What follows belongs to an exercise in optimizing a design on an open flow for small area and a short achievable clock period; a production flow would make more cautious choices. Function was checked by simulation only, so behaviour that the tests miss may differ from the original. No activity file was given, so power comes from the tool's default toggle rates.

## KF6845
module KF6845 (
    input   logic           clock,
    input   logic           video_clock_enable,
    input   logic           reset,
    input   logic           CS_N,
    input   logic           RS,
    input   logic           ENABLE,
    input   logic           R_OR_W,
    input   logic   [7:0]   D_IN,
    output  logic   [7:0]   D_OUT,
    input   logic           LPSTB,
    output  logic           CURSOR,
    output  logic           HSYNC,
    output  logic           VSYNC,
    output  logic   [4:0]   RA,
    output  logic   [13:0]  MA,
    output  logic           DE
);
Settings: LEC_CHECK=0, ABC_AREA=1, CAP_MARGIN=20, CORE_MARGIN=2, CORE_UTILIZATION=60, CTS_BUF_LIST=sky130_fd_sc_hd__clkbuf_8, SETUP_SLACK_MARGIN=2.0, SLEW_MARGIN=20; clock period 4.0 ns.
run.sh (not shown) runs the stock make flow with config.mk's settings and CLKGATE_MAP_FILE= SYNTH_SCRIPT=/design/flow/synth_recipe.tcl, a recipe that flattens the netlist after the stock synthesis.
==> next run, changes <==
--- a/flow/design.v
+++ b/flow/design.v
@@ -218,39 +218,32 @@
                 vertical_sync_position_m1   <= internal_data_bus[6:0] - 7'h01;
             if (write_interlace_mode_register)
                 interlace_mode          <= internal_data_bus[1:0];
             if (write_maximum_scan_line_register)
                 maximum_scan_line       <= internal_data_bus[4:0];
         end
     end
     logic   [4:0]   scan_line_counter;
     logic   [6:0]   character_row_counter;
     logic   [1:0]   interlace;
     logic           odd_or_even;
     logic           Vadjust;
-    logic           ra_base;
     logic   [3:0]   Vsync_counter;
     logic           Vsync_odd;
     logic           Vsync_even;
     logic           scan_line_match;
     logic           adjust_match;
     logic           adjust_match_m1;
     logic           row_match;
-    logic           adjust_zero;     
-    always_ff @(posedge clock, posedge reset) begin
-        if (reset)
-            adjust_zero     <= 1'b1;
-        else if (write_vertical_total_adjust_register)
-            adjust_zero     <= ~|internal_data_bus[4:0];
-    end
+    wire    adjust_zero     = ~|vertical_total_adjust;
     wire    v_total_match   = odd_or_even ? (adjust_zero ? row_match : (Vadjust & adjust_match_m1))
                                           : (Vadjust & adjust_match);
     wire    [4:0]   bus5    = internal_data_bus[4:0];
     wire    [6:0]   bus7    = internal_data_bus[6:0];
     wire    sl_eq_bus       = (scan_line_counter == bus5);
     wire    sl1_eq_bus      = inc_eq5(scan_line_counter, bus5);
     wire    sl2_eq_bus      = inc2_eq5(scan_line_counter, bus5);
     wire    sl1_eq_msl      = inc_eq5(scan_line_counter, maximum_scan_line);
     wire    sl2_eq_adj      = inc2_eq5(scan_line_counter, vertical_total_adjust);
     wire    bus5_zero       = (bus5 == 5'd0);
     wire    bus5_one        = (bus5 == 5'd1);
     wire    msl_zero        = ~|maximum_scan_line;
@@ -302,70 +295,69 @@
     wire    v_display_hold  = ~vdisp_hold & V_Display;
     wire    v_display_event = V_total_at      ? ~vdisp_zero :
                               Scanline_End_at ? (~vdisp_inc & V_Display) : v_display_hold;
     wire    vsync_start     = Scanline_End_at & (V_total_at ? vsp_zero : vsp_inc);
     always_ff @(posedge clock, posedge reset) begin
         if (reset) begin
             scan_line_counter       <= 5'h00;
             character_row_counter   <= 7'h00;
             interlace               <= 2'b00;
             odd_or_even             <= 1'b1;
             Vadjust                 <= 1'b0;
             V_Display               <= 1'b0;
-            ra_base                 <= 1'b0;
+            RA                      <= 5'h00;
             Vsync_counter           <= 4'h0;
             Vsync_odd               <= 1'b0;
             Vsync_even              <= 1'b0;
         end
         else begin
             V_Display               <= video_clock_enable ? v_display_event : v_display_hold;
             if (video_clock_enable) begin
                 if (V_total_at)
                     character_row_counter   <= 7'h00;
                 else if (Scanline_End_at)
                     character_row_counter   <= character_row_counter + 7'h01;
                 if (V_total_at) begin
                     interlace           <= interlace_mode;
                     odd_or_even         <= ~interlace_mode[0] | ~odd_or_even;
                 end
                 if (V_total_at)
                     Vadjust             <= 1'b0;
                 else if (Scanline_End_at & row_match)
                     Vadjust             <= 1'b1;
                 if (Horizontal) begin
                     if (v_total_match | scan_line_match) begin
                         scan_line_counter   <= 5'h00;
-                        ra_base             <= (&interlace) & odd_or_even;
+                        RA                  <= {4'h0, (&interlace) & odd_or_even};
                     end
                     else begin
                         scan_line_counter   <= scan_line_counter + 5'h01;
+                        RA                  <= RA + {3'h0, &interlace, ~&interlace};
                     end
                     if (vsync_start) begin
                         Vsync_odd           <= 1'b1;
                         Vsync_counter       <= 4'h0;
                     end
                     else begin
                         if (&Vsync_counter)
                             Vsync_odd       <= 1'b0;
                         Vsync_counter       <= Vsync_counter + 4'h1;
                     end
                 end
                 if (Horizontal_Half)
                     Vsync_even          <= Vsync_odd;
             end
         end
     end
     assign  VSYNC   = odd_or_even ? Vsync_odd : Vsync_even;
-    assign  RA      = (&interlace) ? {scan_line_counter[3:0], ra_base}
-                                   : scan_line_counter + {4'h0, ra_base};
 endmodule
 module KF6845_Linear_Address_Generator (
     input   logic           clock,
     input   logic           video_clock_enable,
     input   logic           reset,
     input   logic   [7:0]   internal_data_bus,
     input   logic           write_start_address_h_register,
     input   logic           write_start_address_l_register,
     input   logic           Horizontal,
     input   logic           Horizontal_End,
     input   logic           V_total_at,
     input   logic           Scanline_End_at,
What happened: Wire length rises by a few percent. Clock skew falls by 0.0070 ns. Clock power rises by roughly a tenth. Synthesized cell count rises by a few percent. Hold slack improved by 0.050 ns. Setup slack got worse by 0.052 ns. Count of clock-buffer cells in the layout rises by 7. Design area rises by a few percent. Total power rises by a little under a tenth. Combinational power rises by a few percent. Non-clock buffer count falls by 18. Utilization rises by 0.34 points.

========
Another version of the RTL of KF6845 (not shown whole).
For scale: about 1500 cells after synthesis, ~260 flip-flops, roughly 47 I/O pins, about 0.013 sq mm of cells after synthesis.
Design KF6845, start of the top module:
module KF6845 (
    input   logic           clock,
    input   logic           video_clock_enable,
    input   logic           reset,
    input   logic           CS_N,
    input   logic           RS,
    input   logic           ENABLE,
    input   logic           R_OR_W,
    input   logic   [7:0]   D_IN,
    output  logic   [7:0]   D_OUT,
    input   logic           LPSTB,
    output  logic           CURSOR,
    output  logic           HSYNC,
    output  logic           VSYNC,
    output  logic   [4:0]   RA,
    output  logic   [13:0]  MA,
    output  logic           DE
);
==> flow/config.mk <==
export PLATFORM = sky130hd
export DESIGN_NAME = KF6845
export DESIGN_NICKNAME = KF6845
export VERILOG_FILES = /design/flow/design.v
export SDC_FILE = /design/flow/constraint.sdc
export NUM_CORES = 4
export LEC_CHECK = 0
export ABC_AREA = 1
export CAP_MARGIN = 20
export CORE_MARGIN = 2
export CORE_UTILIZATION = 60
export SETUP_SLACK_MARGIN = 2.0
export SLEW_MARGIN = 20
==> flow/constraint.sdc <==
create_clock -name core_clock -period 4.0 [get_ports {clock}]
set_input_delay 0.8000 -clock core_clock [delete_from_list [all_inputs] [get_ports {clock}]]
set_output_delay 0.8000 -clock core_clock [all_outputs]
set_load 0.01 [all_outputs]
standard.sh (not shown) runs the stock make flow with config.mk's settings and CLKGATE_MAP_FILE= SYNTH_SCRIPT=/design/flow/synth_recipe.tcl, a recipe that flattens the netlist after the stock synthesis.
==> flow/flow/run.sh <==
#!/bin/bash
set -euo pipefail
export BUFFER_PORTS_ARGS="-buffer_cell sky130_fd_sc_hd__buf_4"
export CTS_ARGS="-sink_clustering_enable -repair_clock_nets -sink_clustering_size 16 -sink_clustering_max_diameter 60 -buf_list sky130_fd_sc_hd__clkbuf_8 -dont_use_dummy_load"
bash standard.sh finish > flow_make.log 2>&1
The baseline produced a clean layout.
Then changed:
--- a/flow/design.v
+++ b/flow/design.v
@@ -11,59 +11,43 @@
     output  logic           read_next,
     output  logic   [4:0]   address
 );
     logic   [7:0]   latch_data;
     always_ff @(posedge clock) begin
         latch_data  <= D_IN;
     end
     assign  internal_data_bus   = latch_data;
     logic           wr_addr_arm;
     logic           wr_reg_arm;
-    logic           wr_vt_arm;
-    logic           wr_adj_arm;
-    logic           wr_msl_arm;
     wire    sel_wr  = ENABLE & ~CS_N & ~R_OR_W;
     assign  read_next   = ENABLE & ~CS_N &  R_OR_W & RS;
     always_ff @(posedge clock, posedge reset) begin
         if (reset) begin
             wr_addr_arm     <= 1'b0;
             wr_reg_arm      <= 1'b0;
-            wr_vt_arm       <= 1'b0;
-            wr_adj_arm      <= 1'b0;
-            wr_msl_arm      <= 1'b0;
         end
         else begin
             wr_addr_arm     <= sel_wr & ~RS;
             wr_reg_arm      <= sel_wr &  RS;
-            wr_vt_arm       <= sel_wr &  RS & (address == 5'h04);
-            wr_adj_arm      <= sel_wr &  RS & (address == 5'h05);
-            wr_msl_arm      <= sel_wr &  RS & (address == 5'h09);
         end
     end
     always_ff @(posedge clock, posedge reset) begin
         if (reset)
             address             <= 5'h00;
         else if (wr_addr_arm & ~ENABLE)
             address             <= latch_data[4:0];
     end
     wire    write_reg   = wr_reg_arm & ~ENABLE;
     genvar i;
     generate
         for (i = 0; i < 16; i = i + 1) begin : g_we
-            if (i == 4)
-                assign  write_register[i]   = wr_vt_arm & ~ENABLE;
-            else if (i == 5)
-                assign  write_register[i]   = wr_adj_arm & ~ENABLE;
-            else if (i == 9)
-                assign  write_register[i]   = wr_msl_arm & ~ENABLE;
-            else
-                assign  write_register[i]   = write_reg & (address == i);
+            assign  write_register[i]   = write_reg & (address == i);
         end
     endgenerate
 endmodule
 module KF6845_Horizontal_Control (
     input   logic           clock,
     input   logic           video_clock_enable,
     input   logic           reset,
     input   logic   [7:0]   internal_data_bus,
     input   logic           write_horizontal_total_register,
     input   logic           write_horizontal_displayed_register,
@@ -220,21 +204,20 @@
                 interlace_mode          <= internal_data_bus[1:0];
             if (write_maximum_scan_line_register)
                 maximum_scan_line       <= internal_data_bus[4:0];
         end
     end
     logic   [4:0]   scan_line_counter;
     logic   [6:0]   character_row_counter;
     logic           interlace_video;     
     logic           odd_or_even;
     logic           Vadjust;
-    logic           ra_base;
     logic   [3:0]   Vsync_counter;
     logic           Vsync_odd;
     logic           Vsync_even;
     logic           scan_line_match;
     logic           adjust_match;
     logic           adjust_match_m1;
     logic           row_match;
     logic           adjust_zero;     
     always_ff @(posedge clock, posedge reset) begin
         if (reset)
@@ -304,21 +287,21 @@
                               Scanline_End_at ? (~vdisp_inc & V_Display) : v_display_hold;
     wire    vsync_start     = Scanline_End_at & (V_total_at ? vsp_zero : vsp_inc);
     always_ff @(posedge clock, posedge reset) begin
         if (reset) begin
             scan_line_counter       <= 5'h00;
             character_row_counter   <= 7'h00;
             interlace_video         <= 1'b0;
             odd_or_even             <= 1'b1;
             Vadjust                 <= 1'b0;
             V_Display               <= 1'b0;
-            ra_base                 <= 1'b0;
+            RA                      <= 5'h00;
             Vsync_counter           <= 4'h0;
             Vsync_odd               <= 1'b0;
             Vsync_even              <= 1'b0;
         end
         else begin
             V_Display               <= video_clock_enable ? v_display_event : v_display_hold;
             if (video_clock_enable) begin
                 if (V_total_at)
                     character_row_counter   <= 7'h00;
                 else if (Scanline_End_at)
@@ -327,43 +310,42 @@
                     interlace_video     <= &interlace_mode;
                     odd_or_even         <= ~interlace_mode[0] | ~odd_or_even;
                 end
                 if (V_total_at)
                     Vadjust             <= 1'b0;
                 else if (Scanline_End_at & row_match)
                     Vadjust             <= 1'b1;
                 if (Horizontal) begin
                     if (v_total_match | scan_line_match) begin
                         scan_line_counter   <= 5'h00;
-                        ra_base             <= interlace_video & odd_or_even;
+                        RA                  <= {4'h0, interlace_video & odd_or_even};
                     end
                     else begin
                         scan_line_counter   <= scan_line_counter + 5'h01;
+                        RA                  <= RA + {3'h0, interlace_video, ~interlace_video};
                     end
                     if (vsync_start) begin
                         Vsync_odd           <= 1'b1;
                         Vsync_counter       <= 4'h0;
                     end
                     else begin
                         if (&Vsync_counter)
                             Vsync_odd       <= 1'b0;
                         Vsync_counter       <= Vsync_counter + 4'h1;
                     end
                 end
                 if (Horizontal_Half)
                     Vsync_even          <= Vsync_odd;
             end
         end
     end
     assign  VSYNC   = odd_or_even ? Vsync_odd : Vsync_even;
-    assign  RA      = interlace_video ? {scan_line_counter[3:0], ra_base}
-                                   : scan_line_counter + {4'h0, ra_base};
 endmodule
 module KF6845_Linear_Address_Generator (
     input   logic           clock,
     input   logic           video_clock_enable,
     input   logic           reset,
     input   logic   [7:0]   internal_data_bus,
     input   logic           write_start_address_h_register,
     input   logic           write_start_address_l_register,
     input   logic           Horizontal,
     input   logic           Horizontal_End,
@@ -609,26 +591,28 @@
     logic   [7:0]   read_data;
     always_comb begin
         case (address)
             5'h0E:   read_data  = {2'b00, cursor_address[13:8]};
             5'h0F:   read_data  = cursor_address[7:0];
             5'h10:   read_data  = {2'b00, next_light_pen[13:8]};
             5'h11:   read_data  = next_light_pen[7:0];
             default: read_data  = 8'hFF;
         endcase
     end
+    logic   [7:0]   D_OUT_n;
     always_ff @(posedge clock, posedge reset) begin
         if (reset)
-            D_OUT   <= 8'hFF;
+            D_OUT_n <= 8'h00;
         else
-            D_OUT   <= read_next ? read_data : 8'hFF;
+            D_OUT_n <= read_next ? ~read_data : 8'h00;
     end
+    assign  D_OUT   = ~D_OUT_n;
     always_ff @(posedge clock, posedge reset) begin
         if (reset) begin
             CURSOR  <= 1'b0;
             HSYNC   <= 1'b0;
             VSYNC   <= 1'b0;
             RA      <= 5'h0;
             MA      <= 14'h0;
             DE      <= 1'b0;
         end
         else begin
After rerunning: Synthesized area stays flat; synthesized cell count drops by a few percent; final area stays flat; die area hardly moves; combinational power drops by a little under a tenth; global-route usage drops by 0.30 points; utilization climbs by 0.36 points; critical path depth is unchanged.

-- re-timing with driven ports --
No port has a modelled driver above. Below, the same layouts with a new extraction and two added sets of constraints. Step 1: set_driving_cell puts a clkbuf_16 on clock and a buf_2 on each other input, an assumption about the parent block. Step 2 adds t to the input delays and takes it off the output delays; t is the mean of the earliest and latest rising clock arrival at the registers after step 1. Input paths then give back, and output paths get back, about the clock's delay inside the block. Three values: ideal ports, drivers, drivers and shift; two values: the first two.
| run | t, ns | setup WS [ns] | worst hold slack (ns) | worst setup path at the end | pins driven straight from the clock port |
|---|---|---|---|---|---|
| the first run of note 1 | 0.585 | 2.025 / 1.980 / 1.565 | 0.406 / 0.406 / 0.406 | input to register | 1 |
| the second run of note 1 | 0.589 | 1.973 / 1.985 / 1.406 | 0.456 / 0.456 / 0.456 | input to register | 1 |
| the first run of note 2 | 0.585 | 2.023 / 1.977 / 1.517 | 0.341 / 0.324 / 0.466 | input to register | 1 |
| the second run of note 2 | 0.584 | 2.059 / 2.015 / 1.576 | 0.335 / 0.318 / 0.452 | input to register | 1 |
After both steps every run listed still meets setup and hold. For the second run of note 1, which loses most, drivers alone change the setup slack by +0.012 ns; drivers and shift together by -0.567 ns.
